From an optimization exercise on the open Yosys and OpenROAD flow, aimed at small area; shortcuts taken in it are not production practice.
The RTL was checked by simulation tests, not by an equivalence proof against the original design.
Power figures rest on the tool's default switching activity, not on a simulated workload.

## the baseline
==> module top, before the edit <==
module top (output reg         uart_txd,
            output wire [63:0] data_out_64,
            output reg         data_out_done,
            input  wire        clk,
            input  wire        rst_n,
            input  wire [63:0] data_in_64,
            input  wire        manual_start,
            input  wire        uart_rxd);
    parameter CLK_F    = 50_000_000;
    parameter UART_BPS = 115200;
    parameter CLK_GOAL = CLK_F / UART_BPS;     
    function [8:0] lfsr;
        input integer n;
        integer i;
        begin
            lfsr = 9'd0;
            for (i = 0; i < n; i = i + 1)
                lfsr = {lfsr[7:0], ~(lfsr[8] ^ lfsr[4])};
        end
    endfunction
    localparam [8:0] ONE    = lfsr(1);
    localparam [8:0] LAST   = lfsr(CLK_GOAL - 1);
    localparam [8:0] SAMPLE = lfsr(CLK_GOAL / 2);
    reg        ms_1;         
    reg  [3:0] t_state;      
    reg [63:0] t_word;       
    reg        t_en, t_en0;  
    reg        t_end;        
    reg        t_flag;
    reg  [8:0] t_clk;
    reg  [3:0] t_cnt;
    reg  [7:0] t_data;
    reg        t_txd;
    wire [7:0] t_sel = {~t_state[2] &  t_state[3],
                        ~t_state[1] &  t_state[2],
                        ~t_state[0] &  t_state[1],
                         t_state[3] &  t_state[0],
                        ~t_state[3] &  t_state[2],
                        ~t_state[2] &  t_state[1],
                        ~t_state[1] &  t_state[0],
                        ~t_state[3] & ~t_state[0]};
    reg [7:0] t_byte;
    integer k;
    always @(*) begin
        t_byte = 8'd0;
        for (k = 0; k < 8; k = k + 1)
            t_byte = t_byte | (t_word[k*8 +: 8] & {8{t_sel[k]}});
    end
    wire t_next  = t_end || (manual_start && !ms_1);
    wire t_start = t_en && !t_en0;
    always @(posedge clk or negedge rst_n)
        if (!rst_n) begin
            ms_1    <= 1'b0;
            t_state <= 4'b1000;
            t_en    <= 1'b0;
            t_end   <= 1'b0;
            t_flag  <= 1'b0;
            t_cnt   <= 4'd0;
            t_txd   <= 1'b1;
            uart_txd <= 1'b1;
        end else begin
            ms_1  <= manual_start;
            t_en  <= t_next;
            t_end <= t_cnt == 4'd10 && t_clk == ONE;
            if (t_next)
                t_state <= {t_state[2:0], ~t_state[3]};
            if (t_start)
                t_flag <= 1'b1;
            else if (t_cnt == 4'd10)
                t_flag <= 1'b0;
            if (!t_flag)
                t_cnt <= 4'd0;
            else if (t_clk == LAST)
                t_cnt <= t_cnt + 4'd1;
            if (!t_flag)
                t_txd <= 1'b1;
            else case (t_cnt)
                4'd0: t_txd <= 1'b0;
                4'd1: t_txd <= t_data[0];
                4'd2: t_txd <= t_data[1];
                4'd3: t_txd <= t_data[2];
                4'd4: t_txd <= t_data[3];
                4'd5: t_txd <= t_data[4];
                4'd6: t_txd <= t_data[5];
                4'd7: t_txd <= t_data[6];
                4'd8: t_txd <= t_data[7];
                default: t_txd <= 1'b1;
            endcase
            uart_txd <= t_txd;
        end
    always @(posedge clk) begin
        t_en0 <= t_en;
        if (!t_flag || t_clk == LAST)
            t_clk <= 9'd0;
        else
            t_clk <= {t_clk[7:0], ~(t_clk[8] ^ t_clk[4])};
        if (t_next && t_sel[7])
            t_word <= data_in_64;
        if (t_start)
            t_data <= t_byte;
    end
    reg        rxd_1;
    reg        r_flag;
    reg  [8:0] r_clk;
    reg  [3:0] r_cnt;
    reg [63:0] r_shift;      
    reg [63:0] r_word;       
    reg        r_none;       
    reg  [3:0] r_state;      
    reg        done_1;       
    wire r_sample = r_clk == SAMPLE && r_cnt >= 4'd1 && r_cnt <= 4'd8;
    wire r_byte   = r_cnt == 4'd10 && r_clk == ONE;    
    wire r_load   = data_out_done && !done_1;
    always @(posedge clk or negedge rst_n)
        if (!rst_n) begin
            rxd_1   <= 1'b1;
            r_flag  <= 1'b0;
            r_cnt   <= 4'd0;
            r_state <= 4'd8;
            data_out_done <= 1'b0;
            r_none  <= 1'b1;
        end else begin
            rxd_1 <= uart_rxd;
            if (rxd_1 && !uart_rxd)
                r_flag <= 1'b1;
            else if (r_cnt == 4'd10)
                r_flag <= 1'b0;
            if (!r_flag)
                r_cnt <= 4'd0;
            else if (r_clk == LAST)
                r_cnt <= r_cnt + 4'd1;
            if (r_byte)
                r_state <= (r_state[3] || r_state[2:0] == 3'd7) ? 4'd0 : r_state + 4'd1;
            data_out_done <= r_state == 4'd7;
            if (r_load)
                r_none <= 1'b0;
        end
    always @(posedge clk) begin
        done_1 <= data_out_done;
        if (!r_flag || r_clk == LAST)
            r_clk <= 9'd0;
        else
            r_clk <= {r_clk[7:0], ~(r_clk[8] ^ r_clk[4])};
        if (r_sample)
            r_shift <= {~uart_rxd, r_shift[63:1]};
        if (r_load)
            r_word <= r_shift;
    end
    assign data_out_64 = ~(r_word | {64{r_none}});
endmodule
Settings: LEC_CHECK=0, CAP_MARGIN=20, CORE_MARGIN=2, CORE_UTILIZATION=60, SLEW_MARGIN=20; clock period 20.0 ns.
standard.sh (not shown) runs the stock make flow with config.mk's settings and CLKGATE_MAP_FILE= SYNTH_SCRIPT=/design/flow/synth_recipe.tcl, a recipe that flattens the netlist after the stock synthesis.
==> flow/flow/run.sh <==
#!/bin/bash
# Own layout flow: the standard flow, with three changes:
#  - synthesis is the standard one, but ABC maps the logic with an area-oriented
#    script (flow/abc_area.script) instead of the speed script;
#  - the port buffers use the smallest buffer cell;
#  - clock tree synthesis inserts no dummy loads (options in flow/cts_args).
# standard.sh's output goes to standard.log; every step's full log is in orfs/logs/.
set -euo pipefail
WORK=$PWD
CTS="-sink_clustering_enable -repair_clock_nets -dont_use_dummy_load"
if [[ -f flow/cts_args ]]; then CTS="$(cat flow/cts_args)"; fi
cat > flow_synth.tcl <<EOT
proc abc {args} {
  set i [lsearch \$args -script]
  if {\$i >= 0} {
    set args [lreplace \$args [expr {\$i + 1}] [expr {\$i + 1}] $WORK/flow/abc_area.script]
  }
  yosys abc {*}\$args
}
source $WORK/synth_recipe.tcl
EOT
sed "s#SYNTH_SCRIPT=[^ ]*#SYNTH_SCRIPT=$WORK/flow_synth.tcl#" standard.sh > flow_standard.sh
grep -q "SYNTH_SCRIPT=$WORK/flow_synth.tcl" flow_standard.sh
bash flow_standard.sh \
  "BUFFER_PORTS_ARGS=-buffer_cell sky130_fd_sc_hd__buf_1" \
  "CTS_ARGS=$CTS" \
  finish > standard.log 2>&1
==> flow/flow/abc_area.script <==
&get -n
&st
&dch
&nf -R 1000
&st
&dch
&nf -R 1000
&put
==> flow/flow/cts_args <==
-sink_clustering_enable -repair_clock_nets -dont_use_dummy_load -buf_list sky130_fd_sc_hd__clkbuf_4 -sink_clustering_size 10 -sink_clustering_max_diameter 40
The inputs of the candidate differ from those of the baseline as listed below.
--- a/flow/design.v
+++ b/flow/design.v
@@ -24,14 +24,14 @@
     localparam [8:0] SAMPLE = lfsr(CLK_GOAL / 2);
     reg        ms_1;         
     reg  [3:0] t_state;      
-    reg [63:0] t_word;       
-    reg        t_en, t_en0;  
-    reg        t_end;        
+    reg [63:8] t_word;       
+    reg        t_en;         
+    reg        t_end1, t_end;  
     reg        t_flag;
     reg  [8:0] t_clk;
     reg  [3:0] t_cnt;
     reg  [7:0] t_data;
-    reg        t_txd;
+    reg        t_txd, t_txd1;
     wire [7:0] t_sel = {~t_state[2] &  t_state[3],
                         ~t_state[1] &  t_state[2],
                         ~t_state[0] &  t_state[1],
@@ -43,26 +43,29 @@
     reg [7:0] t_byte;
     integer k;
     always @(*) begin
-        t_byte = 8'd0;
-        for (k = 0; k < 8; k = k + 1)
-            t_byte = t_byte | (t_word[k*8 +: 8] & {8{t_sel[k]}});
+        t_byte = data_in_64[7:0] & {8{t_sel[7]}};
+        for (k = 0; k < 7; k = k + 1)
+            t_byte = t_byte | (t_word[k*8+8 +: 8] & {8{t_sel[k]}});
     end
     wire t_next  = t_end || (manual_start && !ms_1);
-    wire t_start = t_en && !t_en0;
+    wire t_start = t_next && !t_en;
     always @(posedge clk or negedge rst_n)
         if (!rst_n) begin
             ms_1    <= 1'b0;
             t_state <= 4'b1000;
             t_en    <= 1'b0;
+            t_end1  <= 1'b0;
             t_end   <= 1'b0;
             t_flag  <= 1'b0;
             t_cnt   <= 4'd0;
             t_txd   <= 1'b1;
+            t_txd1  <= 1'b1;
             uart_txd <= 1'b1;
         end else begin
-            ms_1  <= manual_start;
-            t_en  <= t_next;
-            t_end <= t_cnt == 4'd10 && t_clk == ONE;
+            ms_1   <= manual_start;
+            t_en   <= t_next;
+            t_end1 <= t_cnt == 4'd10 && t_clk == ONE;
+            t_end  <= t_end1;
             if (t_next)
                 t_state <= {t_state[2:0], ~t_state[3]};
             if (t_start)
@@ -87,16 +90,16 @@
                 4'd8: t_txd <= t_data[7];
                 default: t_txd <= 1'b1;
             endcase
-            uart_txd <= t_txd;
+            t_txd1   <= t_txd;
+            uart_txd <= t_txd1;
         end
     always @(posedge clk) begin
-        t_en0 <= t_en;
         if (!t_flag || t_clk == LAST)
             t_clk <= 9'd0;
         else
             t_clk <= {t_clk[7:0], ~(t_clk[8] ^ t_clk[4])};
         if (t_next && t_sel[7])
-            t_word <= data_in_64;
+            t_word <= data_in_64[63:8];
         if (t_start)
             t_data <= t_byte;
     end
--- outcome ---
- The candidate vs the baseline: worst hold slack down in the candidate
- Comparing the baseline and the candidate, the higher growth of design area from synthesis to finish is on the candidate.
- The candidate against the baseline: smallest setup slack after layout fell 0.30 ns, number of library cell types mapped by synthesis lower.
- [compare] base=the baseline new=the candidate: fraction of registers with async set or reset after synthesis shows an increase of 1.1 points; longest individual stage delay on the worst path shows an increase of 0.24 ns; total power after layout shows a reduction of about 2.2%; final area shows a reduction of 2.6%.
- Changes observed in the candidate relative to the baseline: proportion of layout cells with a drive suffix above 1 rose by 0.72 points, register-to-register slack rose by 0.19 ns, clock buffer instance count of the final layout rose by about 10%, routed wire length fell by about 2.4%, starting density of the core rose by 0.57 points.

## what the ideal ports hide
The results above use ideal ports. As a check the final layouts listed here were re-extracted and re-timed, cells and wires unchanged. Step 1 (the two cells are an assumption about what drives the block):
set clk [get_ports {clk}]
set_driving_cell -lib_cell sky130_fd_sc_hd__clkbuf_16 $clk
set_driving_cell -lib_cell sky130_fd_sc_hd__buf_2 [delete_from_list [all_inputs] $clk]
Step 2 adds t to the input delays and takes it off the output delays; t is the mean of the earliest and latest rising clock arrival at the registers after step 1. Input paths then give back, and output paths get back, about the clock's delay inside the block. Three values: ideal, step 1, step 2; two values: the first two.
| run | t, ns | setup slack, ns | worst slew at a driven data input, ns |
|---|---|---|---|
| the baseline | 0.666 | 14.086 / 14.049 / 14.417 | 0.05 |
| the candidate | 0.623 | 13.786 / 13.753 / 14.362 | 0.04 |
After both steps every run listed still meets setup and hold.
